Source: an optimization exercise on an open RTL-to-GDS flow (aim: small area, a short achievable clock period and few clock cycles per item). Production flows keep margins and buffers that such runs may drop. The RTL of this run was laid out without a check of its function.

===== design.v =====
module mul16x16(input [15:0] a, input [15:0] b, input [0:0] c,
  output [31:0] s0, output [31:0] s1);
  wire w1;
  wire w2;
  wire w3;
  wire w4;
  wire w5;
  wire w6;
  wire w7;
  wire w8;
  wire w9;
  wire w10;
  wire w11;
  wire w12;
  wire w13;
  wire w14;
  wire w15;
  wire w16;
  wire w17;
  wire w18;
  wire w19;
  wire w20;
  wire w21;
  wire w22;
  wire w23;
  wire w24;
  wire w25;
  wire w26;
  wire w27;
  wire w28;
  wire w29;
  wire w30;
  wire w31;
  wire w32;
  wire w33;
  wire w34;
  wire w35;
  wire w36;
  wire w37;
  wire w38;
  wire w39;
  wire w40;
  wire w41;
  wire w42;
  wire w43;
  wire w44;
  wire w45;
  wire w46;
  wire w47;
  wire w48;
  wire w49;
  wire w50;
  wire w51;
  wire w52;
  wire w53;
  wire w54;
  wire w55;
  wire w56;
  wire w57;
  wire w58;
  wire w59;
  wire w60;
  wire w61;
  wire w62;
  wire w63;
  wire w64;
  wire w65;
  wire w66;
  wire w67;
  wire w68;
  wire w69;
  wire w70;
  wire w71;
  wire w72;
  wire w73;
  wire w74;
  wire w75;
  wire w76;
  wire w77;
  wire w78;
  wire w79;
  wire w80;
  wire w81;
  wire w82;
  wire w83;
  wire w84;
  wire w85;
  wire w86;
  wire w87;
  wire w88;
  wire w89;
  wire w90;
  wire w91;
  wire w92;
  wire w93;
  wire w94;
  wire w95;
  wire w96;
  wire w97;
  wire w98;
  wire w99;
  wire w100;
  wire w101;
  wire w102;
  wire w103;
  wire w104;
  wire w105;
  wire w106;
  wire w107;
  wire w108;
  wire w109;
  wire w110;
  wire w111;
  wire w112;
  wire w113;
  wire w114;
  wire w115;
  wire w116;
  wire w117;
  wire w118;
  wire w119;
  wire w120;
  wire w121;
  wire w122;
  wire w123;
  wire w124;
  wire w125;
  wire w126;
  wire w127;
  wire w128;
  wire w129;
  wire w130;
  wire w131;
  wire w132;
  wire w133;
  wire w134;
  wire w135;
  wire w136;
  wire w137;
  wire w138;
  wire w139;
  wire w140;
  wire w141;
  wire w142;
  wire w143;
  wire w144;
  wire w145;
  wire w146;
  wire w147;
  wire w148;
  wire w149;
  wire w150;
  wire w151;
  wire w152;
  wire w153;
  wire w154;
  wire w155;
  wire w156;
  wire w157;
  wire w158;
  wire w159;
  wire w160;
  wire w161;
  wire w162;
  wire w163;
  wire w164;
  wire w165;
  wire w166;
  wire w167;
  wire w168;
  wire w169;
  wire w170;
  wire w171;
  wire w172;
  wire w173;
  wire w174;
  wire w175;
  wire w176;
  wire w177;
  wire w178;
  wire w179;
  wire w180;
  wire w181;
  wire w182;
  wire w183;
  wire w184;
  wire w185;
  wire w186;
  wire w187;
  wire w188;
  wire w189;
  wire w190;
  wire w191;
  wire w192;
  wire w193;
  wire w194;
  wire w195;
  wire w196;
  wire w197;
  wire w198;
  wire w199;
  wire w200;
  wire w201;
  wire w202;
  wire w203;
  wire w204;
  wire w205;
  wire w206;
  wire w207;
  wire w208;
  wire w209;
  wire w210;
  wire w211;
  wire w212;
  wire w213;
  wire w214;
  wire w215;
  wire w216;
  wire w217;
  wire w218;
  wire w219;
  wire w220;
  wire w221;
  wire w222;
  wire w223;
  wire w224;
  wire w225;
  wire w226;
  wire w227;
  wire w228;
  wire w229;
  wire w230;
  wire w231;
  wire w232;
  wire w233;
  wire w234;
  wire w235;
  wire w236;
  wire w237;
  wire w238;
  wire w239;
  wire w240;
  wire w241;
  wire w242;
  wire w243;
  wire w244;
  wire w245;
  wire w246;
  wire w247;
  wire w248;
  wire w249;
  wire w250;
  wire w251;
  wire w252;
  wire w253;
  wire w254;
  wire w255;
  wire w256;
  wire w257;
  wire w258;
  wire w259;
  wire w260;
  wire w261;
  wire w262;
  wire w263;
  wire w264;
  wire w265;
  wire w266;
  wire w267;
  wire w268;
  wire w269;
  wire w270;
  wire w271;
  wire w272;
  wire w273;
  wire w274;
  wire w275;
  wire w276;
  wire w277;
  wire w278;
  wire w279;
  wire w280;
  wire w281;
  wire w282;
  wire w283;
  wire w284;
  wire w285;
  wire w286;
  wire w287;
  wire w288;
  wire w289;
  wire w290;
  wire w291;
  wire w292;
  wire w293;
  wire w294;
  wire w295;
  wire w296;
  wire w297;
  wire w298;
  wire w299;
  wire w300;
  wire w301;
  wire w302;
  wire w303;
  wire w304;
  wire w305;
  wire w306;
  wire w307;
  wire w308;
  wire w309;
  wire w310;
  wire w311;
  wire w312;
  wire w313;
  wire w314;
  wire w315;
  wire w316;
  wire w317;
  wire w318;
  wire w319;
  wire w320;
  wire w321;
  wire w322;
  wire w323;
  wire w324;
  wire w325;
  wire w326;
  wire w327;
  wire w328;
  wire w329;
  wire w330;
  wire w331;
  wire w332;
  wire w333;
  wire w334;
  wire w335;
  wire w336;
  wire w337;
  wire w338;
  wire w339;
  wire w340;
  wire w341;
  wire w342;
  wire w343;
  wire w344;
  wire w345;
  wire w346;
  wire w347;
  wire w348;
  wire w349;
  wire w350;
  wire w351;
  wire w352;
  wire w353;
  wire w354;
  wire w355;
  wire w356;
  wire w357;
  wire w358;
  wire w359;
  wire w360;
  wire w361;
  wire w362;
  wire w363;
  wire w364;
  wire w365;
  wire w366;
  wire w367;
  wire w368;
  wire w369;
  wire w370;
  wire w371;
  wire w372;
  wire w373;
  wire w374;
  wire w375;
  wire w376;
  wire w377;
  wire w378;
  wire w379;
  wire w380;
  wire w381;
  wire w382;
  wire w383;
  wire w384;
  wire w385;
  wire w386;
  wire w387;
  wire w388;
  wire w389;
  wire w390;
  wire w391;
  wire w392;
  wire w393;
  wire w394;
  wire w395;
  wire w396;
  wire w397;
  wire w398;
  wire w399;
  wire w400;
  wire w401;
  wire w402;
  wire w403;
  wire w404;
  wire w405;
  wire w406;
  wire w407;
  wire w408;
  wire w409;
  wire w410;
  wire w411;
  wire w412;
  wire w413;
  wire w414;
  wire w415;
  wire w416;
  wire w417;
  wire w418;
  wire w419;
  wire w420;
  assign w1 = (a[0] & b[13]) ^ (a[1] & b[12]);
  assign w2 = (a[0] & b[13]) & (a[1] & b[12]);
  assign w3 = (a[0] & b[14]) ^ (a[1] & b[13]) ^ (a[2] & b[12]);
  assign w4 = ((a[0] & b[14]) & (a[1] & b[13])) | ((a[0] & b[14]) & (a[2] & b[12])) | ((a[1] & b[13]) & (a[2] & b[12]));
  assign w5 = (a[3] & b[11]) ^ (a[4] & b[10]);
  assign w6 = (a[3] & b[11]) & (a[4] & b[10]);
  assign w7 = (a[0] & b[15]) ^ (a[1] & b[14]) ^ (a[2] & b[13]);
  assign w8 = ((a[0] & b[15]) & (a[1] & b[14])) | ((a[0] & b[15]) & (a[2] & b[13])) | ((a[1] & b[14]) & (a[2] & b[13]));
  assign w9 = (a[3] & b[12]) ^ (a[4] & b[11]) ^ (a[5] & b[10]);
  assign w10 = ((a[3] & b[12]) & (a[4] & b[11])) | ((a[3] & b[12]) & (a[5] & b[10])) | ((a[4] & b[11]) & (a[5] & b[10]));
  assign w11 = (a[6] & b[9]) ^ (a[7] & b[8]);
  assign w12 = (a[6] & b[9]) & (a[7] & b[8]);
  assign w13 = (a[1] & b[15]) ^ (a[2] & b[14]) ^ (a[3] & b[13]);
  assign w14 = ((a[1] & b[15]) & (a[2] & b[14])) | ((a[1] & b[15]) & (a[3] & b[13])) | ((a[2] & b[14]) & (a[3] & b[13]));
  assign w15 = (a[4] & b[12]) ^ (a[5] & b[11]) ^ (a[6] & b[10]);
  assign w16 = ((a[4] & b[12]) & (a[5] & b[11])) | ((a[4] & b[12]) & (a[6] & b[10])) | ((a[5] & b[11]) & (a[6] & b[10]));
  assign w17 = (a[7] & b[9]) ^ (a[8] & b[8]);
  assign w18 = (a[7] & b[9]) & (a[8] & b[8]);
  assign w19 = (a[2] & b[15]) ^ (a[3] & b[14]) ^ (a[4] & b[13]);
  assign w20 = ((a[2] & b[15]) & (a[3] & b[14])) | ((a[2] & b[15]) & (a[4] & b[13])) | ((a[3] & b[14]) & (a[4] & b[13]));
  assign w21 = (a[5] & b[12]) ^ (a[6] & b[11]) ^ (a[7] & b[10]);
  assign w22 = ((a[5] & b[12]) & (a[6] & b[11])) | ((a[5] & b[12]) & (a[7] & b[10])) | ((a[6] & b[11]) & (a[7] & b[10]));
  assign w23 = (a[3] & b[15]) ^ (a[4] & b[14]) ^ (a[5] & b[13]);
  assign w24 = ((a[3] & b[15]) & (a[4] & b[14])) | ((a[3] & b[15]) & (a[5] & b[13])) | ((a[4] & b[14]) & (a[5] & b[13]));
  assign w25 = (a[0] & b[9]) ^ (a[1] & b[8]);
  assign w26 = (a[0] & b[9]) & (a[1] & b[8]);
  assign w27 = (a[0] & b[10]) ^ (a[1] & b[9]) ^ (a[2] & b[8]);
  assign w28 = ((a[0] & b[10]) & (a[1] & b[9])) | ((a[0] & b[10]) & (a[2] & b[8])) | ((a[1] & b[9]) & (a[2] & b[8]));
  assign w29 = (a[3] & b[7]) ^ (a[4] & b[6]);
  assign w30 = (a[3] & b[7]) & (a[4] & b[6]);
  assign w31 = (a[0] & b[11]) ^ (a[1] & b[10]) ^ (a[2] & b[9]);
  assign w32 = ((a[0] & b[11]) & (a[1] & b[10])) | ((a[0] & b[11]) & (a[2] & b[9])) | ((a[1] & b[10]) & (a[2] & b[9]));
  assign w33 = (a[3] & b[8]) ^ (a[4] & b[7]) ^ (a[5] & b[6]);
  assign w34 = ((a[3] & b[8]) & (a[4] & b[7])) | ((a[3] & b[8]) & (a[5] & b[6])) | ((a[4] & b[7]) & (a[5] & b[6]));
  assign w35 = (a[6] & b[5]) ^ (a[7] & b[4]);
  assign w36 = (a[6] & b[5]) & (a[7] & b[4]);
  assign w37 = (a[0] & b[12]) ^ (a[1] & b[11]) ^ (a[2] & b[10]);
  assign w38 = ((a[0] & b[12]) & (a[1] & b[11])) | ((a[0] & b[12]) & (a[2] & b[10])) | ((a[1] & b[11]) & (a[2] & b[10]));
  assign w39 = (a[3] & b[9]) ^ (a[4] & b[8]) ^ (a[5] & b[7]);
  assign w40 = ((a[3] & b[9]) & (a[4] & b[8])) | ((a[3] & b[9]) & (a[5] & b[7])) | ((a[4] & b[8]) & (a[5] & b[7]));
  assign w41 = (a[6] & b[6]) ^ (a[7] & b[5]) ^ (a[8] & b[4]);
  assign w42 = ((a[6] & b[6]) & (a[7] & b[5])) | ((a[6] & b[6]) & (a[8] & b[4])) | ((a[7] & b[5]) & (a[8] & b[4]));
  assign w43 = (a[9] & b[3]) ^ (a[10] & b[2]);
  assign w44 = (a[9] & b[3]) & (a[10] & b[2]);
  assign w45 = w1 ^ (a[2] & b[11]) ^ (a[3] & b[10]);
  assign w46 = (w1 & (a[2] & b[11])) | (w1 & (a[3] & b[10])) | ((a[2] & b[11]) & (a[3] & b[10]));
  assign w47 = (a[4] & b[9]) ^ (a[5] & b[8]) ^ (a[6] & b[7]);
  assign w48 = ((a[4] & b[9]) & (a[5] & b[8])) | ((a[4] & b[9]) & (a[6] & b[7])) | ((a[5] & b[8]) & (a[6] & b[7]));
  assign w49 = (a[7] & b[6]) ^ (a[8] & b[5]) ^ (a[9] & b[4]);
  assign w50 = ((a[7] & b[6]) & (a[8] & b[5])) | ((a[7] & b[6]) & (a[9] & b[4])) | ((a[8] & b[5]) & (a[9] & b[4]));
  assign w51 = (a[10] & b[3]) ^ (a[11] & b[2]) ^ (a[12] & b[1]);
  assign w52 = ((a[10] & b[3]) & (a[11] & b[2])) | ((a[10] & b[3]) & (a[12] & b[1])) | ((a[11] & b[2]) & (a[12] & b[1]));
  assign w53 = w2 ^ w3 ^ w5;
  assign w54 = (w2 & w3) | (w2 & w5) | (w3 & w5);
  assign w55 = (a[5] & b[9]) ^ (a[6] & b[8]) ^ (a[7] & b[7]);
  assign w56 = ((a[5] & b[9]) & (a[6] & b[8])) | ((a[5] & b[9]) & (a[7] & b[7])) | ((a[6] & b[8]) & (a[7] & b[7]));
  assign w57 = (a[8] & b[6]) ^ (a[9] & b[5]) ^ (a[10] & b[4]);
  assign w58 = ((a[8] & b[6]) & (a[9] & b[5])) | ((a[8] & b[6]) & (a[10] & b[4])) | ((a[9] & b[5]) & (a[10] & b[4]));
  assign w59 = (a[11] & b[3]) ^ (a[12] & b[2]) ^ (a[13] & b[1]);
  assign w60 = ((a[11] & b[3]) & (a[12] & b[2])) | ((a[11] & b[3]) & (a[13] & b[1])) | ((a[12] & b[2]) & (a[13] & b[1]));
  assign w61 = w4 ^ w6 ^ w7;
  assign w62 = (w4 & w6) | (w4 & w7) | (w6 & w7);
  assign w63 = w9 ^ w11 ^ (a[8] & b[7]);
  assign w64 = (w9 & w11) | (w9 & (a[8] & b[7])) | (w11 & (a[8] & b[7]));
  assign w65 = (a[9] & b[6]) ^ (a[10] & b[5]) ^ (a[11] & b[4]);
  assign w66 = ((a[9] & b[6]) & (a[10] & b[5])) | ((a[9] & b[6]) & (a[11] & b[4])) | ((a[10] & b[5]) & (a[11] & b[4]));
  assign w67 = (a[12] & b[3]) ^ (a[13] & b[2]) ^ (a[14] & b[1]);
  assign w68 = ((a[12] & b[3]) & (a[13] & b[2])) | ((a[12] & b[3]) & (a[14] & b[1])) | ((a[13] & b[2]) & (a[14] & b[1]));
  assign w69 = w8 ^ w10 ^ w12;
  assign w70 = (w8 & w10) | (w8 & w12) | (w10 & w12);
  assign w71 = w13 ^ w15 ^ w17;
  assign w72 = (w13 & w15) | (w13 & w17) | (w15 & w17);
  assign w73 = (a[9] & b[7]) ^ (a[10] & b[6]) ^ (a[11] & b[5]);
  assign w74 = ((a[9] & b[7]) & (a[10] & b[6])) | ((a[9] & b[7]) & (a[11] & b[5])) | ((a[10] & b[6]) & (a[11] & b[5]));
  assign w75 = (a[12] & b[4]) ^ (a[13] & b[3]) ^ (a[14] & b[2]);
  assign w76 = ((a[12] & b[4]) & (a[13] & b[3])) | ((a[12] & b[4]) & (a[14] & b[2])) | ((a[13] & b[3]) & (a[14] & b[2]));
  assign w77 = w14 ^ w16 ^ w18;
  assign w78 = (w14 & w16) | (w14 & w18) | (w16 & w18);
  assign w79 = w19 ^ w21 ^ (a[8] & b[9]);
  assign w80 = (w19 & w21) | (w19 & (a[8] & b[9])) | (w21 & (a[8] & b[9]));
  assign w81 = (a[9] & b[8]) ^ (a[10] & b[7]) ^ (a[11] & b[6]);
  assign w82 = ((a[9] & b[8]) & (a[10] & b[7])) | ((a[9] & b[8]) & (a[11] & b[6])) | ((a[10] & b[7]) & (a[11] & b[6]));
  assign w83 = (a[12] & b[5]) ^ (a[13] & b[4]) ^ (a[14] & b[3]);
  assign w84 = ((a[12] & b[5]) & (a[13] & b[4])) | ((a[12] & b[5]) & (a[14] & b[3])) | ((a[13] & b[4]) & (a[14] & b[3]));
  assign w85 = w20 ^ w22 ^ w23;
  assign w86 = (w20 & w22) | (w20 & w23) | (w22 & w23);
  assign w87 = (a[6] & b[12]) ^ (a[7] & b[11]) ^ (a[8] & b[10]);
  assign w88 = ((a[6] & b[12]) & (a[7] & b[11])) | ((a[6] & b[12]) & (a[8] & b[10])) | ((a[7] & b[11]) & (a[8] & b[10]));
  assign w89 = (a[9] & b[9]) ^ (a[10] & b[8]) ^ (a[11] & b[7]);
  assign w90 = ((a[9] & b[9]) & (a[10] & b[8])) | ((a[9] & b[9]) & (a[11] & b[7])) | ((a[10] & b[8]) & (a[11] & b[7]));
  assign w91 = (a[12] & b[6]) ^ (a[13] & b[5]) ^ (a[14] & b[4]);
  assign w92 = ((a[12] & b[6]) & (a[13] & b[5])) | ((a[12] & b[6]) & (a[14] & b[4])) | ((a[13] & b[5]) & (a[14] & b[4]));
  assign w93 = w24 ^ (a[4] & b[15]) ^ (a[5] & b[14]);
  assign w94 = (w24 & (a[4] & b[15])) | (w24 & (a[5] & b[14])) | ((a[4] & b[15]) & (a[5] & b[14]));
  assign w95 = (a[6] & b[13]) ^ (a[7] & b[12]) ^ (a[8] & b[11]);
  assign w96 = ((a[6] & b[13]) & (a[7] & b[12])) | ((a[6] & b[13]) & (a[8] & b[11])) | ((a[7] & b[12]) & (a[8] & b[11]));
  assign w97 = (a[9] & b[10]) ^ (a[10] & b[9]) ^ (a[11] & b[8]);
  assign w98 = ((a[9] & b[10]) & (a[10] & b[9])) | ((a[9] & b[10]) & (a[11] & b[8])) | ((a[10] & b[9]) & (a[11] & b[8]));
  assign w99 = (a[12] & b[7]) ^ (a[13] & b[6]) ^ (a[14] & b[5]);
  assign w100 = ((a[12] & b[7]) & (a[13] & b[6])) | ((a[12] & b[7]) & (a[14] & b[5])) | ((a[13] & b[6]) & (a[14] & b[5]));
  assign w101 = (a[5] & b[15]) ^ (a[6] & b[14]) ^ (a[7] & b[13]);
  assign w102 = ((a[5] & b[15]) & (a[6] & b[14])) | ((a[5] & b[15]) & (a[7] & b[13])) | ((a[6] & b[14]) & (a[7] & b[13]));
  assign w103 = (a[8] & b[12]) ^ (a[9] & b[11]) ^ (a[10] & b[10]);
  assign w104 = ((a[8] & b[12]) & (a[9] & b[11])) | ((a[8] & b[12]) & (a[10] & b[10])) | ((a[9] & b[11]) & (a[10] & b[10]));
  assign w105 = (a[11] & b[9]) ^ (a[12] & b[8]) ^ (a[13] & b[7]);
  assign w106 = ((a[11] & b[9]) & (a[12] & b[8])) | ((a[11] & b[9]) & (a[13] & b[7])) | ((a[12] & b[8]) & (a[13] & b[7]));
  assign w107 = (a[6] & b[15]) ^ (a[7] & b[14]) ^ (a[8] & b[13]);
  assign w108 = ((a[6] & b[15]) & (a[7] & b[14])) | ((a[6] & b[15]) & (a[8] & b[13])) | ((a[7] & b[14]) & (a[8] & b[13]));
  assign w109 = (a[9] & b[12]) ^ (a[10] & b[11]) ^ (a[11] & b[10]);
  assign w110 = ((a[9] & b[12]) & (a[10] & b[11])) | ((a[9] & b[12]) & (a[11] & b[10])) | ((a[10] & b[11]) & (a[11] & b[10]));
  assign w111 = (a[7] & b[15]) ^ (a[8] & b[14]) ^ (a[9] & b[13]);
  assign w112 = ((a[7] & b[15]) & (a[8] & b[14])) | ((a[7] & b[15]) & (a[9] & b[13])) | ((a[8] & b[14]) & (a[9] & b[13]));
  assign w113 = (a[0] & b[6]) ^ (a[1] & b[5]);
  assign w114 = (a[0] & b[6]) & (a[1] & b[5]);
  assign w115 = (a[0] & b[7]) ^ (a[1] & b[6]) ^ (a[2] & b[5]);
  assign w116 = ((a[0] & b[7]) & (a[1] & b[6])) | ((a[0] & b[7]) & (a[2] & b[5])) | ((a[1] & b[6]) & (a[2] & b[5]));
  assign w117 = (a[3] & b[4]) ^ (a[4] & b[3]);
  assign w118 = (a[3] & b[4]) & (a[4] & b[3]);
  assign w119 = (a[0] & b[8]) ^ (a[1] & b[7]) ^ (a[2] & b[6]);
  assign w120 = ((a[0] & b[8]) & (a[1] & b[7])) | ((a[0] & b[8]) & (a[2] & b[6])) | ((a[1] & b[7]) & (a[2] & b[6]));
  assign w121 = (a[3] & b[5]) ^ (a[4] & b[4]) ^ (a[5] & b[3]);
  assign w122 = ((a[3] & b[5]) & (a[4] & b[4])) | ((a[3] & b[5]) & (a[5] & b[3])) | ((a[4] & b[4]) & (a[5] & b[3]));
  assign w123 = (a[6] & b[2]) ^ (a[7] & b[1]);
  assign w124 = (a[6] & b[2]) & (a[7] & b[1]);
  assign w125 = w25 ^ (a[2] & b[7]) ^ (a[3] & b[6]);
  assign w126 = (w25 & (a[2] & b[7])) | (w25 & (a[3] & b[6])) | ((a[2] & b[7]) & (a[3] & b[6]));
  assign w127 = (a[4] & b[5]) ^ (a[5] & b[4]) ^ (a[6] & b[3]);
  assign w128 = ((a[4] & b[5]) & (a[5] & b[4])) | ((a[4] & b[5]) & (a[6] & b[3])) | ((a[5] & b[4]) & (a[6] & b[3]));
  assign w129 = (a[7] & b[2]) ^ (a[8] & b[1]) ^ (a[9] & b[0]);
  assign w130 = ((a[7] & b[2]) & (a[8] & b[1])) | ((a[7] & b[2]) & (a[9] & b[0])) | ((a[8] & b[1]) & (a[9] & b[0]));
  assign w131 = w26 ^ w27 ^ w29;
  assign w132 = (w26 & w27) | (w26 & w29) | (w27 & w29);
  assign w133 = (a[5] & b[5]) ^ (a[6] & b[4]) ^ (a[7] & b[3]);
  assign w134 = ((a[5] & b[5]) & (a[6] & b[4])) | ((a[5] & b[5]) & (a[7] & b[3])) | ((a[6] & b[4]) & (a[7] & b[3]));
  assign w135 = (a[8] & b[2]) ^ (a[9] & b[1]) ^ (a[10] & b[0]);
  assign w136 = ((a[8] & b[2]) & (a[9] & b[1])) | ((a[8] & b[2]) & (a[10] & b[0])) | ((a[9] & b[1]) & (a[10] & b[0]));
  assign w137 = w28 ^ w30 ^ w31;
  assign w138 = (w28 & w30) | (w28 & w31) | (w30 & w31);
  assign w139 = w33 ^ w35 ^ (a[8] & b[3]);
  assign w140 = (w33 & w35) | (w33 & (a[8] & b[3])) | (w35 & (a[8] & b[3]));
  assign w141 = (a[9] & b[2]) ^ (a[10] & b[1]) ^ (a[11] & b[0]);
  assign w142 = ((a[9] & b[2]) & (a[10] & b[1])) | ((a[9] & b[2]) & (a[11] & b[0])) | ((a[10] & b[1]) & (a[11] & b[0]));
  assign w143 = w32 ^ w34 ^ w36;
  assign w144 = (w32 & w34) | (w32 & w36) | (w34 & w36);
  assign w145 = w37 ^ w39 ^ w41;
  assign w146 = (w37 & w39) | (w37 & w41) | (w39 & w41);
  assign w147 = w43 ^ (a[11] & b[1]) ^ (a[12] & b[0]);
  assign w148 = (w43 & (a[11] & b[1])) | (w43 & (a[12] & b[0])) | ((a[11] & b[1]) & (a[12] & b[0]));
  assign w149 = w38 ^ w40 ^ w42;
  assign w150 = (w38 & w40) | (w38 & w42) | (w40 & w42);
  assign w151 = w44 ^ w45 ^ w47;
  assign w152 = (w44 & w45) | (w44 & w47) | (w45 & w47);
  assign w153 = w49 ^ w51 ^ (a[13] & b[0]);
  assign w154 = (w49 & w51) | (w49 & (a[13] & b[0])) | (w51 & (a[13] & b[0]));
  assign w155 = w46 ^ w48 ^ w50;
  assign w156 = (w46 & w48) | (w46 & w50) | (w48 & w50);
  assign w157 = w52 ^ w53 ^ w55;
  assign w158 = (w52 & w53) | (w52 & w55) | (w53 & w55);
  assign w159 = w57 ^ w59 ^ (a[14] & b[0]);
  assign w160 = (w57 & w59) | (w57 & (a[14] & b[0])) | (w59 & (a[14] & b[0]));
  assign w161 = w54 ^ w56 ^ w58;
  assign w162 = (w54 & w56) | (w54 & w58) | (w56 & w58);
  assign w163 = w60 ^ w61 ^ w63;
  assign w164 = (w60 & w61) | (w60 & w63) | (w61 & w63);
  assign w165 = w65 ^ w67 ^ (a[15] & b[0]);
  assign w166 = (w65 & w67) | (w65 & (a[15] & b[0])) | (w67 & (a[15] & b[0]));
  assign w167 = w62 ^ w64 ^ w66;
  assign w168 = (w62 & w64) | (w62 & w66) | (w64 & w66);
  assign w169 = w68 ^ w69 ^ w71;
  assign w170 = (w68 & w69) | (w68 & w71) | (w69 & w71);
  assign w171 = w73 ^ w75 ^ (a[15] & b[1]);
  assign w172 = (w73 & w75) | (w73 & (a[15] & b[1])) | (w75 & (a[15] & b[1]));
  assign w173 = w70 ^ w72 ^ w74;
  assign w174 = (w70 & w72) | (w70 & w74) | (w72 & w74);
  assign w175 = w76 ^ w77 ^ w79;
  assign w176 = (w76 & w77) | (w76 & w79) | (w77 & w79);
  assign w177 = w81 ^ w83 ^ (a[15] & b[2]);
  assign w178 = (w81 & w83) | (w81 & (a[15] & b[2])) | (w83 & (a[15] & b[2]));
  assign w179 = w78 ^ w80 ^ w82;
  assign w180 = (w78 & w80) | (w78 & w82) | (w80 & w82);
  assign w181 = w84 ^ w85 ^ w87;
  assign w182 = (w84 & w85) | (w84 & w87) | (w85 & w87);
  assign w183 = w89 ^ w91 ^ (a[15] & b[3]);
  assign w184 = (w89 & w91) | (w89 & (a[15] & b[3])) | (w91 & (a[15] & b[3]));
  assign w185 = w86 ^ w88 ^ w90;
  assign w186 = (w86 & w88) | (w86 & w90) | (w88 & w90);
  assign w187 = w92 ^ w93 ^ w95;
  assign w188 = (w92 & w93) | (w92 & w95) | (w93 & w95);
  assign w189 = w97 ^ w99 ^ (a[15] & b[4]);
  assign w190 = (w97 & w99) | (w97 & (a[15] & b[4])) | (w99 & (a[15] & b[4]));
  assign w191 = w94 ^ w96 ^ w98;
  assign w192 = (w94 & w96) | (w94 & w98) | (w96 & w98);
  assign w193 = w100 ^ w101 ^ w103;
  assign w194 = (w100 & w101) | (w100 & w103) | (w101 & w103);
  assign w195 = w105 ^ (a[14] & b[6]) ^ (a[15] & b[5]);
  assign w196 = (w105 & (a[14] & b[6])) | (w105 & (a[15] & b[5])) | ((a[14] & b[6]) & (a[15] & b[5]));
  assign w197 = w102 ^ w104 ^ w106;
  assign w198 = (w102 & w104) | (w102 & w106) | (w104 & w106);
  assign w199 = w107 ^ w109 ^ (a[12] & b[9]);
  assign w200 = (w107 & w109) | (w107 & (a[12] & b[9])) | (w109 & (a[12] & b[9]));
  assign w201 = (a[13] & b[8]) ^ (a[14] & b[7]) ^ (a[15] & b[6]);
  assign w202 = ((a[13] & b[8]) & (a[14] & b[7])) | ((a[13] & b[8]) & (a[15] & b[6])) | ((a[14] & b[7]) & (a[15] & b[6]));
  assign w203 = w108 ^ w110 ^ w111;
  assign w204 = (w108 & w110) | (w108 & w111) | (w110 & w111);
  assign w205 = (a[10] & b[12]) ^ (a[11] & b[11]) ^ (a[12] & b[10]);
  assign w206 = ((a[10] & b[12]) & (a[11] & b[11])) | ((a[10] & b[12]) & (a[12] & b[10])) | ((a[11] & b[11]) & (a[12] & b[10]));
  assign w207 = (a[13] & b[9]) ^ (a[14] & b[8]) ^ (a[15] & b[7]);
  assign w208 = ((a[13] & b[9]) & (a[14] & b[8])) | ((a[13] & b[9]) & (a[15] & b[7])) | ((a[14] & b[8]) & (a[15] & b[7]));
  assign w209 = w112 ^ (a[8] & b[15]) ^ (a[9] & b[14]);
  assign w210 = (w112 & (a[8] & b[15])) | (w112 & (a[9] & b[14])) | ((a[8] & b[15]) & (a[9] & b[14]));
  assign w211 = (a[10] & b[13]) ^ (a[11] & b[12]) ^ (a[12] & b[11]);
  assign w212 = ((a[10] & b[13]) & (a[11] & b[12])) | ((a[10] & b[13]) & (a[12] & b[11])) | ((a[11] & b[12]) & (a[12] & b[11]));
  assign w213 = (a[13] & b[10]) ^ (a[14] & b[9]) ^ (a[15] & b[8]);
  assign w214 = ((a[13] & b[10]) & (a[14] & b[9])) | ((a[13] & b[10]) & (a[15] & b[8])) | ((a[14] & b[9]) & (a[15] & b[8]));
  assign w215 = (a[9] & b[15]) ^ (a[10] & b[14]) ^ (a[11] & b[13]);
  assign w216 = ((a[9] & b[15]) & (a[10] & b[14])) | ((a[9] & b[15]) & (a[11] & b[13])) | ((a[10] & b[14]) & (a[11] & b[13]));
  assign w217 = (a[12] & b[12]) ^ (a[13] & b[11]) ^ (a[14] & b[10]);
  assign w218 = ((a[12] & b[12]) & (a[13] & b[11])) | ((a[12] & b[12]) & (a[14] & b[10])) | ((a[13] & b[11]) & (a[14] & b[10]));
  assign w219 = (a[10] & b[15]) ^ (a[11] & b[14]) ^ (a[12] & b[13]);
  assign w220 = ((a[10] & b[15]) & (a[11] & b[14])) | ((a[10] & b[15]) & (a[12] & b[13])) | ((a[11] & b[14]) & (a[12] & b[13]));
  assign w221 = (a[0] & b[4]) ^ (a[1] & b[3]);
  assign w222 = (a[0] & b[4]) & (a[1] & b[3]);
  assign w223 = (a[0] & b[5]) ^ (a[1] & b[4]) ^ (a[2] & b[3]);
  assign w224 = ((a[0] & b[5]) & (a[1] & b[4])) | ((a[0] & b[5]) & (a[2] & b[3])) | ((a[1] & b[4]) & (a[2] & b[3]));
  assign w225 = (a[3] & b[2]) ^ (a[4] & b[1]);
  assign w226 = (a[3] & b[2]) & (a[4] & b[1]);
  assign w227 = w113 ^ (a[2] & b[4]) ^ (a[3] & b[3]);
  assign w228 = (w113 & (a[2] & b[4])) | (w113 & (a[3] & b[3])) | ((a[2] & b[4]) & (a[3] & b[3]));
  assign w229 = (a[4] & b[2]) ^ (a[5] & b[1]) ^ (a[6] & b[0]);
  assign w230 = ((a[4] & b[2]) & (a[5] & b[1])) | ((a[4] & b[2]) & (a[6] & b[0])) | ((a[5] & b[1]) & (a[6] & b[0]));
  assign w231 = w114 ^ w115 ^ w117;
  assign w232 = (w114 & w115) | (w114 & w117) | (w115 & w117);
  assign w233 = (a[5] & b[2]) ^ (a[6] & b[1]) ^ (a[7] & b[0]);
  assign w234 = ((a[5] & b[2]) & (a[6] & b[1])) | ((a[5] & b[2]) & (a[7] & b[0])) | ((a[6] & b[1]) & (a[7] & b[0]));
  assign w235 = w116 ^ w118 ^ w119;
  assign w236 = (w116 & w118) | (w116 & w119) | (w118 & w119);
  assign w237 = w121 ^ w123 ^ (a[8] & b[0]);
  assign w238 = (w121 & w123) | (w121 & (a[8] & b[0])) | (w123 & (a[8] & b[0]));
  assign w239 = w120 ^ w122 ^ w124;
  assign w240 = (w120 & w122) | (w120 & w124) | (w122 & w124);
  assign w241 = w125 ^ w127 ^ w129;
  assign w242 = (w125 & w127) | (w125 & w129) | (w127 & w129);
  assign w243 = w126 ^ w128 ^ w130;
  assign w244 = (w126 & w128) | (w126 & w130) | (w128 & w130);
  assign w245 = w131 ^ w133 ^ w135;
  assign w246 = (w131 & w133) | (w131 & w135) | (w133 & w135);
  assign w247 = w132 ^ w134 ^ w136;
  assign w248 = (w132 & w134) | (w132 & w136) | (w134 & w136);
  assign w249 = w137 ^ w139 ^ w141;
  assign w250 = (w137 & w139) | (w137 & w141) | (w139 & w141);
  assign w251 = w138 ^ w140 ^ w142;
  assign w252 = (w138 & w140) | (w138 & w142) | (w140 & w142);
  assign w253 = w143 ^ w145 ^ w147;
  assign w254 = (w143 & w145) | (w143 & w147) | (w145 & w147);
  assign w255 = w144 ^ w146 ^ w148;
  assign w256 = (w144 & w146) | (w144 & w148) | (w146 & w148);
  assign w257 = w149 ^ w151 ^ w153;
  assign w258 = (w149 & w151) | (w149 & w153) | (w151 & w153);
  assign w259 = w150 ^ w152 ^ w154;
  assign w260 = (w150 & w152) | (w150 & w154) | (w152 & w154);
  assign w261 = w155 ^ w157 ^ w159;
  assign w262 = (w155 & w157) | (w155 & w159) | (w157 & w159);
  assign w263 = w156 ^ w158 ^ w160;
  assign w264 = (w156 & w158) | (w156 & w160) | (w158 & w160);
  assign w265 = w161 ^ w163 ^ w165;
  assign w266 = (w161 & w163) | (w161 & w165) | (w163 & w165);
  assign w267 = w162 ^ w164 ^ w166;
  assign w268 = (w162 & w164) | (w162 & w166) | (w164 & w166);
  assign w269 = w167 ^ w169 ^ w171;
  assign w270 = (w167 & w169) | (w167 & w171) | (w169 & w171);
  assign w271 = w168 ^ w170 ^ w172;
  assign w272 = (w168 & w170) | (w168 & w172) | (w170 & w172);
  assign w273 = w173 ^ w175 ^ w177;
  assign w274 = (w173 & w175) | (w173 & w177) | (w175 & w177);
  assign w275 = w174 ^ w176 ^ w178;
  assign w276 = (w174 & w176) | (w174 & w178) | (w176 & w178);
  assign w277 = w179 ^ w181 ^ w183;
  assign w278 = (w179 & w181) | (w179 & w183) | (w181 & w183);
  assign w279 = w180 ^ w182 ^ w184;
  assign w280 = (w180 & w182) | (w180 & w184) | (w182 & w184);
  assign w281 = w185 ^ w187 ^ w189;
  assign w282 = (w185 & w187) | (w185 & w189) | (w187 & w189);
  assign w283 = w186 ^ w188 ^ w190;
  assign w284 = (w186 & w188) | (w186 & w190) | (w188 & w190);
  assign w285 = w191 ^ w193 ^ w195;
  assign w286 = (w191 & w193) | (w191 & w195) | (w193 & w195);
  assign w287 = w192 ^ w194 ^ w196;
  assign w288 = (w192 & w194) | (w192 & w196) | (w194 & w196);
  assign w289 = w197 ^ w199 ^ w201;
  assign w290 = (w197 & w199) | (w197 & w201) | (w199 & w201);
  assign w291 = w198 ^ w200 ^ w202;
  assign w292 = (w198 & w200) | (w198 & w202) | (w200 & w202);
  assign w293 = w203 ^ w205 ^ w207;
  assign w294 = (w203 & w205) | (w203 & w207) | (w205 & w207);
  assign w295 = w204 ^ w206 ^ w208;
  assign w296 = (w204 & w206) | (w204 & w208) | (w206 & w208);
  assign w297 = w209 ^ w211 ^ w213;
  assign w298 = (w209 & w211) | (w209 & w213) | (w211 & w213);
  assign w299 = w210 ^ w212 ^ w214;
  assign w300 = (w210 & w212) | (w210 & w214) | (w212 & w214);
  assign w301 = w215 ^ w217 ^ (a[15] & b[9]);
  assign w302 = (w215 & w217) | (w215 & (a[15] & b[9])) | (w217 & (a[15] & b[9]));
  assign w303 = w216 ^ w218 ^ w219;
  assign w304 = (w216 & w218) | (w216 & w219) | (w218 & w219);
  assign w305 = (a[13] & b[12]) ^ (a[14] & b[11]) ^ (a[15] & b[10]);
  assign w306 = ((a[13] & b[12]) & (a[14] & b[11])) | ((a[13] & b[12]) & (a[15] & b[10])) | ((a[14] & b[11]) & (a[15] & b[10]));
  assign w307 = w220 ^ (a[11] & b[15]) ^ (a[12] & b[14]);
  assign w308 = (w220 & (a[11] & b[15])) | (w220 & (a[12] & b[14])) | ((a[11] & b[15]) & (a[12] & b[14]));
  assign w309 = (a[13] & b[13]) ^ (a[14] & b[12]) ^ (a[15] & b[11]);
  assign w310 = ((a[13] & b[13]) & (a[14] & b[12])) | ((a[13] & b[13]) & (a[15] & b[11])) | ((a[14] & b[12]) & (a[15] & b[11]));
  assign w311 = (a[12] & b[15]) ^ (a[13] & b[14]) ^ (a[14] & b[13]);
  assign w312 = ((a[12] & b[15]) & (a[13] & b[14])) | ((a[12] & b[15]) & (a[14] & b[13])) | ((a[13] & b[14]) & (a[14] & b[13]));
  assign w313 = (a[0] & b[3]) ^ (a[1] & b[2]);
  assign w314 = (a[0] & b[3]) & (a[1] & b[2]);
  assign w315 = w221 ^ (a[2] & b[2]) ^ (a[3] & b[1]);
  assign w316 = (w221 & (a[2] & b[2])) | (w221 & (a[3] & b[1])) | ((a[2] & b[2]) & (a[3] & b[1]));
  assign w317 = w222 ^ w223 ^ w225;
  assign w318 = (w222 & w223) | (w222 & w225) | (w223 & w225);
  assign w319 = w224 ^ w226 ^ w227;
  assign w320 = (w224 & w226) | (w224 & w227) | (w226 & w227);
  assign w321 = w228 ^ w230 ^ w231;
  assign w322 = (w228 & w230) | (w228 & w231) | (w230 & w231);
  assign w323 = w232 ^ w234 ^ w235;
  assign w324 = (w232 & w234) | (w232 & w235) | (w234 & w235);
  assign w325 = w236 ^ w238 ^ w239;
  assign w326 = (w236 & w238) | (w236 & w239) | (w238 & w239);
  assign w327 = w240 ^ w242 ^ w243;
  assign w328 = (w240 & w242) | (w240 & w243) | (w242 & w243);
  assign w329 = w244 ^ w246 ^ w247;
  assign w330 = (w244 & w246) | (w244 & w247) | (w246 & w247);
  assign w331 = w248 ^ w250 ^ w251;
  assign w332 = (w248 & w250) | (w248 & w251) | (w250 & w251);
  assign w333 = w252 ^ w254 ^ w255;
  assign w334 = (w252 & w254) | (w252 & w255) | (w254 & w255);
  assign w335 = w256 ^ w258 ^ w259;
  assign w336 = (w256 & w258) | (w256 & w259) | (w258 & w259);
  assign w337 = w260 ^ w262 ^ w263;
  assign w338 = (w260 & w262) | (w260 & w263) | (w262 & w263);
  assign w339 = w264 ^ w266 ^ w267;
  assign w340 = (w264 & w266) | (w264 & w267) | (w266 & w267);
  assign w341 = w268 ^ w270 ^ w271;
  assign w342 = (w268 & w270) | (w268 & w271) | (w270 & w271);
  assign w343 = w272 ^ w274 ^ w275;
  assign w344 = (w272 & w274) | (w272 & w275) | (w274 & w275);
  assign w345 = w276 ^ w278 ^ w279;
  assign w346 = (w276 & w278) | (w276 & w279) | (w278 & w279);
  assign w347 = w280 ^ w282 ^ w283;
  assign w348 = (w280 & w282) | (w280 & w283) | (w282 & w283);
  assign w349 = w284 ^ w286 ^ w287;
  assign w350 = (w284 & w286) | (w284 & w287) | (w286 & w287);
  assign w351 = w288 ^ w290 ^ w291;
  assign w352 = (w288 & w290) | (w288 & w291) | (w290 & w291);
  assign w353 = w292 ^ w294 ^ w295;
  assign w354 = (w292 & w294) | (w292 & w295) | (w294 & w295);
  assign w355 = w296 ^ w298 ^ w299;
  assign w356 = (w296 & w298) | (w296 & w299) | (w298 & w299);
  assign w357 = w300 ^ w302 ^ w303;
  assign w358 = (w300 & w302) | (w300 & w303) | (w302 & w303);
  assign w359 = w304 ^ w306 ^ w307;
  assign w360 = (w304 & w306) | (w304 & w307) | (w306 & w307);
  assign w361 = w308 ^ w310 ^ w311;
  assign w362 = (w308 & w310) | (w308 & w311) | (w310 & w311);
  assign w363 = w312 ^ (a[13] & b[15]) ^ (a[14] & b[14]);
  assign w364 = (w312 & (a[13] & b[15])) | (w312 & (a[14] & b[14])) | ((a[13] & b[15]) & (a[14] & b[14]));
  assign w365 = (a[0] & b[2]) ^ (a[1] & b[1]);
  assign w366 = (a[0] & b[2]) & (a[1] & b[1]);
  assign w367 = w313 ^ (a[2] & b[1]) ^ (a[3] & b[0]);
  assign w368 = (w313 & (a[2] & b[1])) | (w313 & (a[3] & b[0])) | ((a[2] & b[1]) & (a[3] & b[0]));
  assign w369 = w314 ^ w315 ^ (a[4] & b[0]);
  assign w370 = (w314 & w315) | (w314 & (a[4] & b[0])) | (w315 & (a[4] & b[0]));
  assign w371 = w316 ^ w317 ^ (a[5] & b[0]);
  assign w372 = (w316 & w317) | (w316 & (a[5] & b[0])) | (w317 & (a[5] & b[0]));
  assign w373 = w318 ^ w319 ^ w229;
  assign w374 = (w318 & w319) | (w318 & w229) | (w319 & w229);
  assign w375 = w320 ^ w321 ^ w233;
  assign w376 = (w320 & w321) | (w320 & w233) | (w321 & w233);
  assign w377 = w322 ^ w323 ^ w237;
  assign w378 = (w322 & w323) | (w322 & w237) | (w323 & w237);
  assign w379 = w324 ^ w325 ^ w241;
  assign w380 = (w324 & w325) | (w324 & w241) | (w325 & w241);
  assign w381 = w326 ^ w327 ^ w245;
  assign w382 = (w326 & w327) | (w326 & w245) | (w327 & w245);
  assign w383 = w328 ^ w329 ^ w249;
  assign w384 = (w328 & w329) | (w328 & w249) | (w329 & w249);
  assign w385 = w330 ^ w331 ^ w253;
  assign w386 = (w330 & w331) | (w330 & w253) | (w331 & w253);
  assign w387 = w332 ^ w333 ^ w257;
  assign w388 = (w332 & w333) | (w332 & w257) | (w333 & w257);
  assign w389 = w334 ^ w335 ^ w261;
  assign w390 = (w334 & w335) | (w334 & w261) | (w335 & w261);
  assign w391 = w336 ^ w337 ^ w265;
  assign w392 = (w336 & w337) | (w336 & w265) | (w337 & w265);
  assign w393 = w338 ^ w339 ^ w269;
  assign w394 = (w338 & w339) | (w338 & w269) | (w339 & w269);
  assign w395 = w340 ^ w341 ^ w273;
  assign w396 = (w340 & w341) | (w340 & w273) | (w341 & w273);
  assign w397 = w342 ^ w343 ^ w277;
  assign w398 = (w342 & w343) | (w342 & w277) | (w343 & w277);
  assign w399 = w344 ^ w345 ^ w281;
  assign w400 = (w344 & w345) | (w344 & w281) | (w345 & w281);
  assign w401 = w346 ^ w347 ^ w285;
  assign w402 = (w346 & w347) | (w346 & w285) | (w347 & w285);
  assign w403 = w348 ^ w349 ^ w289;
  assign w404 = (w348 & w349) | (w348 & w289) | (w349 & w289);
  assign w405 = w350 ^ w351 ^ w293;
  assign w406 = (w350 & w351) | (w350 & w293) | (w351 & w293);
  assign w407 = w352 ^ w353 ^ w297;
  assign w408 = (w352 & w353) | (w352 & w297) | (w353 & w297);
  assign w409 = w354 ^ w355 ^ w301;
  assign w410 = (w354 & w355) | (w354 & w301) | (w355 & w301);
  assign w411 = w356 ^ w357 ^ w305;
  assign w412 = (w356 & w357) | (w356 & w305) | (w357 & w305);
  assign w413 = w358 ^ w359 ^ w309;
  assign w414 = (w358 & w359) | (w358 & w309) | (w359 & w309);
  assign w415 = w360 ^ w361 ^ (a[15] & b[12]);
  assign w416 = (w360 & w361) | (w360 & (a[15] & b[12])) | (w361 & (a[15] & b[12]));
  assign w417 = w362 ^ w363 ^ (a[15] & b[13]);
  assign w418 = (w362 & w363) | (w362 & (a[15] & b[13])) | (w363 & (a[15] & b[13]));
  assign w419 = w364 ^ (a[14] & b[15]) ^ (a[15] & b[14]);
  assign w420 = (w364 & (a[14] & b[15])) | (w364 & (a[15] & b[14])) | ((a[14] & b[15]) & (a[15] & b[14]));
  assign s0[0] = (a[0] & b[0]);
  assign s1[0] = c[0];
  assign s0[1] = (a[0] & b[1]);
  assign s1[1] = (a[1] & b[0]);
  assign s0[2] = w365;
  assign s1[2] = (a[2] & b[0]);
  assign s0[3] = w366;
  assign s1[3] = w367;
  assign s0[4] = w368;
  assign s1[4] = w369;
  assign s0[5] = w370;
  assign s1[5] = w371;
  assign s0[6] = w372;
  assign s1[6] = w373;
  assign s0[7] = w374;
  assign s1[7] = w375;
  assign s0[8] = w376;
  assign s1[8] = w377;
  assign s0[9] = w378;
  assign s1[9] = w379;
  assign s0[10] = w380;
  assign s1[10] = w381;
  assign s0[11] = w382;
  assign s1[11] = w383;
  assign s0[12] = w384;
  assign s1[12] = w385;
  assign s0[13] = w386;
  assign s1[13] = w387;
  assign s0[14] = w388;
  assign s1[14] = w389;
  assign s0[15] = w390;
  assign s1[15] = w391;
  assign s0[16] = w392;
  assign s1[16] = w393;
  assign s0[17] = w394;
  assign s1[17] = w395;
  assign s0[18] = w396;
  assign s1[18] = w397;
  assign s0[19] = w398;
  assign s1[19] = w399;
  assign s0[20] = w400;
  assign s1[20] = w401;
  assign s0[21] = w402;
  assign s1[21] = w403;
  assign s0[22] = w404;
  assign s1[22] = w405;
  assign s0[23] = w406;
  assign s1[23] = w407;
  assign s0[24] = w408;
  assign s1[24] = w409;
  assign s0[25] = w410;
  assign s1[25] = w411;
  assign s0[26] = w412;
  assign s1[26] = w413;
  assign s0[27] = w414;
  assign s1[27] = w415;
  assign s0[28] = w416;
  assign s1[28] = w417;
  assign s0[29] = w418;
  assign s1[29] = w419;
  assign s0[30] = w420;
  assign s1[30] = (a[15] & b[15]);
  assign s0[31] = 1'b0;
  assign s1[31] = 1'b0;
endmodule
module cpa32h(input [31:0] a, input [31:0] b, output [15:0] s,
  output c16, output c17, output c18, output c19);
  wire [31:0] g = a & b;
  wire [31:0] p = a ^ b;
  wire G1 = g[1] | (p[1] & g[0]);
  wire G2 = g[3] | (p[3] & g[2]);
  wire P2 = p[3] & p[2];
  wire G3 = g[5] | (p[5] & g[4]);
  wire P3 = p[5] & p[4];
  wire G4 = g[7] | (p[7] & g[6]);
  wire P4 = p[7] & p[6];
  wire G5 = g[9] | (p[9] & g[8]);
  wire P5 = p[9] & p[8];
  wire G6 = g[11] | (p[11] & g[10]);
  wire P6 = p[11] & p[10];
  wire G7 = g[13] | (p[13] & g[12]);
  wire P7 = p[13] & p[12];
  wire G8 = g[15] | (p[15] & g[14]);
  wire P8 = p[15] & p[14];
  wire G9 = G2 | (P2 & G1);
  wire G10 = G4 | (P4 & G3);
  wire P10 = P4 & P3;
  wire G11 = G6 | (P6 & G5);
  wire P11 = P6 & P5;
  wire G12 = G8 | (P8 & G7);
  wire P12 = P8 & P7;
  wire G13 = G10 | (P10 & G9);
  wire G14 = G12 | (P12 & G11);
  wire P14 = P12 & P11;
  wire G15 = G14 | (P14 & G13);
  assign c16 = G15;
  wire G16 = g[17] | (p[17] & g[16]);
  wire P16 = p[17] & p[16];
  wire G17 = g[19] | (p[19] & g[18]);
  wire P17 = p[19] & p[18];
  wire G18 = g[21] | (p[21] & g[20]);
  wire P18 = p[21] & p[20];
  wire G19 = g[23] | (p[23] & g[22]);
  wire P19 = p[23] & p[22];
  wire G20 = g[25] | (p[25] & g[24]);
  wire P20 = p[25] & p[24];
  wire G21 = g[27] | (p[27] & g[26]);
  wire P21 = p[27] & p[26];
  wire G22 = g[29] | (p[29] & g[28]);
  wire P22 = p[29] & p[28];
  wire G23 = g[31] | (p[31] & g[30]);
  wire P23 = p[31] & p[30];
  wire G24 = g[18] | (p[18] & G16);
  wire P24 = p[18] & P16;
  wire G25 = G17 | (P17 & G16);
  wire P25 = P17 & P16;
  wire G26 = g[22] | (p[22] & G18);
  wire P26 = p[22] & P18;
  wire G27 = G19 | (P19 & G18);
  wire P27 = P19 & P18;
  wire G28 = g[26] | (p[26] & G20);
  wire P28 = p[26] & P20;
  wire G29 = G21 | (P21 & G20);
  wire P29 = P21 & P20;
  wire G30 = g[30] | (p[30] & G22);
  wire P30 = p[30] & P22;
  wire G31 = G23 | (P23 & G22);
  wire P31 = P23 & P22;
  wire G32 = g[20] | (p[20] & G25);
  wire P32 = p[20] & P25;
  wire G33 = G18 | (P18 & G25);
  wire P33 = P18 & P25;
  wire G34 = G26 | (P26 & G25);
  wire P34 = P26 & P25;
  wire G35 = G27 | (P27 & G25);
  wire P35 = P27 & P25;
  wire G36 = g[28] | (p[28] & G29);
  wire P36 = p[28] & P29;
  wire G37 = G22 | (P22 & G29);
  wire P37 = P22 & P29;
  wire G38 = G30 | (P30 & G29);
  wire P38 = P30 & P29;
  wire G39 = G31 | (P31 & G29);
  wire P39 = P31 & P29;
  wire G40 = g[24] | (p[24] & G35);
  wire P40 = p[24] & P35;
  wire G41 = G20 | (P20 & G35);
  wire P41 = P20 & P35;
  wire G42 = G28 | (P28 & G35);
  wire P42 = P28 & P35;
  wire G43 = G29 | (P29 & G35);
  wire P43 = P29 & P35;
  wire G44 = G36 | (P36 & G35);
  wire P44 = P36 & P35;
  wire G45 = G37 | (P37 & G35);
  wire P45 = P37 & P35;
  wire G46 = G38 | (P38 & G35);
  wire P46 = P38 & P35;
  wire G47 = G39 | (P39 & G35);
  wire P47 = P39 & P35;
  assign c17 = g[16] | (p[16] & c16);
  assign c18 = G16 | (P16 & c16);
  assign c19 = G24 | (P24 & c16);
  wire c20 = G25 | (P25 & c16);
  wire c21 = G32 | (P32 & c16);
  wire c22 = G33 | (P33 & c16);
  wire c23 = G34 | (P34 & c16);
  wire c24 = G35 | (P35 & c16);
  wire c25 = G40 | (P40 & c16);
  wire c26 = G41 | (P41 & c16);
  wire c27 = G42 | (P42 & c16);
  wire c28 = G43 | (P43 & c16);
  wire c29 = G44 | (P44 & c16);
  wire c30 = G45 | (P45 & c16);
  wire c31 = G46 | (P46 & c16);
  wire c32 = G47 | (P47 & c16);
  assign s[0] = p[16] ^ c16;
  assign s[1] = p[17] ^ c17;
  assign s[2] = p[18] ^ c18;
  assign s[3] = p[19] ^ c19;
  assign s[4] = p[20] ^ c20;
  assign s[5] = p[21] ^ c21;
  assign s[6] = p[22] ^ c22;
  assign s[7] = p[23] ^ c23;
  assign s[8] = p[24] ^ c24;
  assign s[9] = p[25] ^ c25;
  assign s[10] = p[26] ^ c26;
  assign s[11] = p[27] ^ c27;
  assign s[12] = p[28] ^ c28;
  assign s[13] = p[29] ^ c29;
  assign s[14] = p[30] ^ c30;
  assign s[15] = p[31] ^ c31;
endmodule
module Exponential(input clk, rst, start, input [15:0] x,
                   output done, output [1:0] intpart, output [15:0] fracpart);
  reg        busy;
  reg [3:0]  step;
  reg [15:0] a;       
  reg [15:0] t;       
  reg [17:0] r;       
  reg        acc;     
  wire [31:0] p0, p1;
  mul16x16 mul(.a(a), .b(t), .c(1'b0), .s0(p0), .s1(p1));
  wire [15:0] p;
  wire        c16, c17, c18, c19;
  cpa32h cpa(.a(p0), .b(p1), .s(p), .c16(c16), .c17(c17), .c18(c18), .c19(c19));
  reg zero;
  always @(*) begin
    case (step)
      4'd0:    zero = ~(|p0[31:17]) & ~(|p1[31:17]) & ~c17;
      4'd3:    zero = ~(|p0[31:18]) & ~(|p1[31:18]) & ~c18;
      4'd10:   zero = ~(|p0[31:19]) & ~(|p1[31:19]) & ~c19;
      default: zero = ~(|p0[31:16]) & ~(|p1[31:16]) & ~c16;
    endcase
  end
  reg [15:0] q;
  always @(*) begin
    case (step)
      4'd0:    q = {1'b0, p[15:1]};
      4'd3:    q = {2'b0, p[15:2]};
      4'd10:   q = {3'b0, p[15:3]};
      default: q = p;
    endcase
  end
  wire q_term = (step == 4'd0) | (step == 4'd2) | (step == 4'd3) | (step == 4'd5) |
                (step == 4'd7) | (step == 4'd9) | (step == 4'd10);
  wire last   = (step == 4'd11) | zero;
  reg [15:0] a_next;
  always @(*) begin
    case (step)
      4'd1:    a_next = 16'h5555;
      4'd4:    a_next = 16'h3333;
      4'd6:    a_next = 16'h2AAA;
      4'd8:    a_next = 16'h2492;
      default: a_next = x;
    endcase
  end
  assign {intpart, fracpart} = r;
  assign done = ~busy;
  wire        go = start & ~busy;
  reg [15:0] t0;
  reg        bw;
  integer    i;
  always @(*) begin
    bw = 1'b1;
    t0[0] = x[0];
    for (i = 1; i < 16; i = i + 1) begin
      t0[i] = x[i] ^ bw;
      bw = bw & ~x[i];
    end
    if (bw)
      t0 = 16'd0;
  end
  always @(posedge clk or posedge rst) begin
    if (rst)
      busy <= 1'b0;
    else if (go)
      busy <= 1'b1;
    else if (last)
      busy <= 1'b0;
  end
  always @(posedge clk) begin
    step <= go ? 4'd0 : step + 4'd1;
    a    <= go ? x : a_next;
    t    <= go ? t0 : q;
    acc  <= go | q_term;
    if (go)
      r <= 18'h0FFFF;
    else if (busy)
      r <= r + (acc ? {2'b00, t} : 18'd0);
  end
endmodule

===== run.sh =====
#!/bin/bash
# synth_recipe.tcl (not shown) runs the flow's synth.tcl, then flattens the netlist and writes it again
# the make line also repeats each setting of config.mk as NAME=value (left out here)
make -C /OpenROAD-flow-scripts/flow DESIGN_CONFIG=/design/flow/config.mk WORK_HOME=/design/flow/orfs CLKGATE_MAP_FILE= SYNTH_SCRIPT=/design/flow/synth_recipe.tcl finish

===== config.mk =====
export PLATFORM = sky130hd
export DESIGN_NAME = Exponential
export DESIGN_NICKNAME = Exponential
export VERILOG_FILES = /design/flow/design.v
export SDC_FILE = /design/flow/constraint.sdc
export NUM_CORES = 4
export LEC_CHECK = 0
export CAP_MARGIN = 20
export CORE_MARGIN = 2
export CORE_UTILIZATION = 60
export SETUP_SLACK_MARGIN = 3
export SLEW_MARGIN = 20

===== constraint.sdc =====
create_clock -name core_clock -period 9.0 [get_ports {clk}]
set_input_delay 1.8000 -clock core_clock [delete_from_list [all_inputs] [get_ports {clk}]]
set_output_delay 1.8000 -clock core_clock [all_outputs]
set_load 0.01 [all_outputs]

==> flow_metrics.env <==
export IMPL_die_w_um=137.5
export IMPL_synthesized_netlist_cell_count=1245
export IMPL_drive_gt1_share_pct=11.21
export IMPL_die_area_mm2=0.01891
export IMPL_grt_util_all_layers_pct=32.49
export IMPL_floorplan_core_area_mm2=0.01736
export IMPL_boundaryPins=38
export IMPL_grt_pass1_vias=8832
export IMPL_async_reset_ff_share_pct=1.786
export IMPL_numPortBuffers=37
export IMPL_layout_area_seq_mm2=0.001195
export IMPL_worstSkewPairLatency_ns=0.30
export IMPL_place_hpwl_um=20690
export IMPL_synth_edff_count=0
export IMPL_fillerInstances=1445
export IMPL_cts_htree_levels=2
export IMPL_gp_routability_congestion=0.9131
export IMPL_start_util_pct=61.63
export IMPL_area_delta_synth_final_pct=12.49
export IMPL_timing_max_slew_rel_slack_pct=51.29
export IMPL_grt_start_max_net_pins=38
export IMPL_multi_input_comb_area_mm2=0.008716
export IMPL_met3_wirelength_um=1773
export IMPL_layout_nets=1585
export IMPL_grt_setup_unrepaired="yes"
export IMPL_yosys_register_bits=56
export IMPL_detail_route_iter0_violations=538
export IMPL_mappedNetlistNets=1537
export IMPL_vias_per_cell=5.716
export IMPL_metal1_wirelength_um=11680
export IMPL_max_clock_freq_ghz=0.1679
export IMPL_critical_path_endpoint_type="flip-flop"
export IMPL_slack_of_the_worst_reg_to_reg_path_ns=3.04
export IMPL_synth_top_area_share_pct=36.68
export IMPL_critical_path_class="flip-flop to flip-flop"
export IMPL_synth_cell_types=67
export IMPL_die_height_um=137.5
export IMPL_cts_hold_buffers=0
export IMPL_final_hold_worst_slack_ns=0.4766
export IMPL_worstHoldPathType="flip-flop to flip-flop"
export IMPL_synth_area_leaders="sky130_fd_sc_hd__fa_1 (37%), sky130_fd_sc_hd__dfxtp_1 (10%), sky130_fd_sc_hd__and2_1 (10%)"
export IMPL_critPathArrivalTime_ns=6.12
export IMPL_initial_antenna_violation_count=0
export IMPL_final_min_clock_period_ns=5.956
export IMPL_drt_pass1_iterations=6
export IMPL_hold_viol_final=0
export IMPL_setup_tns_ns=0
export IMPL_status="finished clean"
export IMPL_synth_yosys_seq_area_share_pct=10.53
export IMPL_post_route_drc_count=0
export IMPL_tritoncts="done"
export IMPL_synth_avg_cell_area_um2=8.593
export IMPL_cts_root_buffer="sky130_fd_sc_hd__clkbuf_16"
export IMPL_routedWlPerCell_um=18.99
export IMPL_topRoutingLayerUsed="met4"
export IMPL_slew_violations=0
export IMPL_library_cell_with_the_largest_summed_area_after_synthesis="sky130_fd_sc_hd__fa_1"
export IMPL_dominantRegCellSynth="sky130_fd_sc_hd__dfxtp_1"
export IMPL_layout_worst_path_cycle_share_pct=66.18
export IMPL_post_synth_instance_area_mm2=0.01070
export IMPL_tightestPinTransition_ns=0.7284
export IMPL_cts_made_buffers=5
export IMPL_dr_wl_met2_um=14460
export IMPL_route_vias_total=8688
export IMPL_global_route_wire_length_before_repair_um=46250
export IMPL_maximum_buffer_depth_of_the_clock_tree=2
export IMPL_placementRows=48
export IMPL_finClkSkew_ns=0.007563
export IMPL_setup_worst_path_start_class="flip-flop"
export IMPL_drv_max_cap_violation_count=0
export IMPL_timing_critical_path_required_ns=9.16
export IMPL_clkSlewWorstSetupHoldPaths_ns=0.07
export IMPL_worstPathMaxFanout=6
export IMPL_grt_overflow_total=0
export IMPL_setup_viol_count_final=0
export IMPL_cts_sinks=56
export IMPL_synth_yosys_warnings=1
export IMPL_detail_route_wirelength_um=28860
export IMPL_postRouteAntennaNets=0
## layer usage
| metal | vias to the layer above | track usage (%) |
|---|---|---|
| met2 | 275 | 55.25 |
| met3 | 75 | 5.629 |
| met5 | - | 0 |
| met1 | 4347 | 42.10 |
| met4 | 0 | 10.94 |
| li1 | 3991 | - |
## path summary, 6_finish.rpt
check	to	cells after the start	startpoint
min in group asynchronous	busy$_DFFE_PP0P_	2	rst
max in group asynchronous	busy$_DFFE_PP0P_	2	rst
min reg2reg	r[17]$_SDFFE_PP0P_	1	r[17]$_SDFFE_PP0P_
min	r[17]$_SDFFE_PP0P_	1	r[17]$_SDFFE_PP0P_
max reg2reg	t[10]$_DFF_P_	21	t[15]$_DFF_P_
max	t[10]$_DFF_P_	21	t[15]$_DFF_P_
## state kept, by name, summed over array words and instances (netlist names)
name	cells
r	18
a	16
step	4
acc	1
t	16
busy	1
## stage by stage
stage                     worst slack, ns  area (µm²)  utilization (%)  cells
after detailed placement            2.382       11240            64.73   1467
after floorplan                     3.022       10700                -   1245
final                               3.044       12030            69.33   1520
after global routing                2.885       12030            69.32   1519
after CTS                           2.995       11650            67.11   1502
after global placement              2.374       11240            64.73   1467
## logic make-up after synthesis
kind of cell	Yosys count	synth area share [%]
AND/OR/NAND/NOR	421	20.29
buffers and inverters	297	10.43
adder cells (fa/ha/maj)	273	45.68
AO/OA/AOI/OAI	170	10.74
flip-flops	56	10.53
XOR/XNOR	25	2.047
multiplexers	3	0.2807
## cells in the final DEF (no fill, tap or decap), types with 22 or more instances in the layout
cell	n
sky130_fd_sc_hd__inv_1	240
sky130_fd_sc_hd__fa_1	184
sky130_fd_sc_hd__and2_1	172
sky130_fd_sc_hd__nand2_1	143
sky130_fd_sc_hd__ha_1	70
sky130_fd_sc_hd__buf_4	49
sky130_fd_sc_hd__a21oi_1	40
sky130_fd_sc_hd__clkdlybuf4s50_1	37
sky130_fd_sc_hd__dfxtp_1	32
sky130_fd_sc_hd__nor3_1	25
sky130_fd_sc_hd__o21ai_0	23
sky130_fd_sc_hd__nor2_1	22
## cell usage after synthesis (all sizes together), types with 5 or more instances
| cell | n |
|---|---|
| inv | 247 |
| fa | 196 |
| and2 | 172 |
| nand2 | 149 |
| ha | 77 |
| dfxtp | 55 |
| clkbuf | 48 |
| a21oi | 47 |
| o21ai | 30 |
| nor3 | 27 |
| nor2 | 23 |
| nand3 | 18 |
| xor2 | 14 |
| a21o | 13 |
| o22ai | 12 |
| xnor2 | 11 |
| a31oi | 8 |
| nor2b | 8 |
| o21bai | 6 |
| or4 | 5 |
## cell type report
type / count / area share [%]
antenna: 1 / 0.02079
clock buffer: 6 / 1.071
clock inverter: 2 / 0.1144
inverter: 247 / 7.704
multi-input combinational: 892 / 72.43
sequential: 56 / 9.929
tap: 225 / 2.339
timing repair buffer: 91 / 6.394
## critical path, cell delays in order, from the launching register on
cell and delay (ns):
sky130_fd_sc_hd__dfxtp_4 0.43, sky130_fd_sc_hd__nand2_4 0.06, sky130_fd_sc_hd__fa_1 0.55, sky130_fd_sc_hd__inv_2 0.04, sky130_fd_sc_hd__fa_1 0.48, sky130_fd_sc_hd__fa_2 0.55
sky130_fd_sc_hd__inv_2 0.04, sky130_fd_sc_hd__fa_2 0.34, sky130_fd_sc_hd__fa_1 0.47, sky130_fd_sc_hd__fa_1 0.57, sky130_fd_sc_hd__inv_2 0.06, sky130_fd_sc_hd__ha_4 0.27
sky130_fd_sc_hd__a21o_1 0.19, sky130_fd_sc_hd__o21bai_4 0.14, sky130_fd_sc_hd__a211oi_2 0.05, sky130_fd_sc_hd__buf_4 0.17, sky130_fd_sc_hd__a211o_4 0.35, sky130_fd_sc_hd__a211o_1 0.35
sky130_fd_sc_hd__a21boi_2 0.18, sky130_fd_sc_hd__nor2b_2 0.07, sky130_fd_sc_hd__a222oi_1 0.31, sky130_fd_sc_hd__o221ai_1 0.14
## repair_timing
action,in CTS,in global routing
buffers inserted,27,17
endpoints found under the setup margin,17,17
gates resized for setup,35,66
pin swaps,2,46

[afterwards: timing with drivers on the ports]
Ports are ideal in the flow. The routed layout listed here was re-timed in OpenROAD. Step 1: set_driving_cell puts a clkbuf_16 on clk and a buf_2 on each other input, an assumption about the parent block. Step 2, shift: input delay + t, output delay - t, t = (earliest + latest rising clock arrival at the registers) / 2. This alone moves slack from input paths to output paths. Three values: ideal, step 1, step 2; two values: the first two.
t, ns: 0.338
slack for setup (ns): 3.044 / 3.044 / 3.044
hold WS [ns]: 0.477 / 0.477 / 0.477
worst slew at a driven data input, ns: 0.04
cell pins on the clock port's net: 1
After both steps setup and hold are still met in this run. For this run, drivers alone change the setup slack by 0.000 ns; drivers and shift together by 0.000 ns.
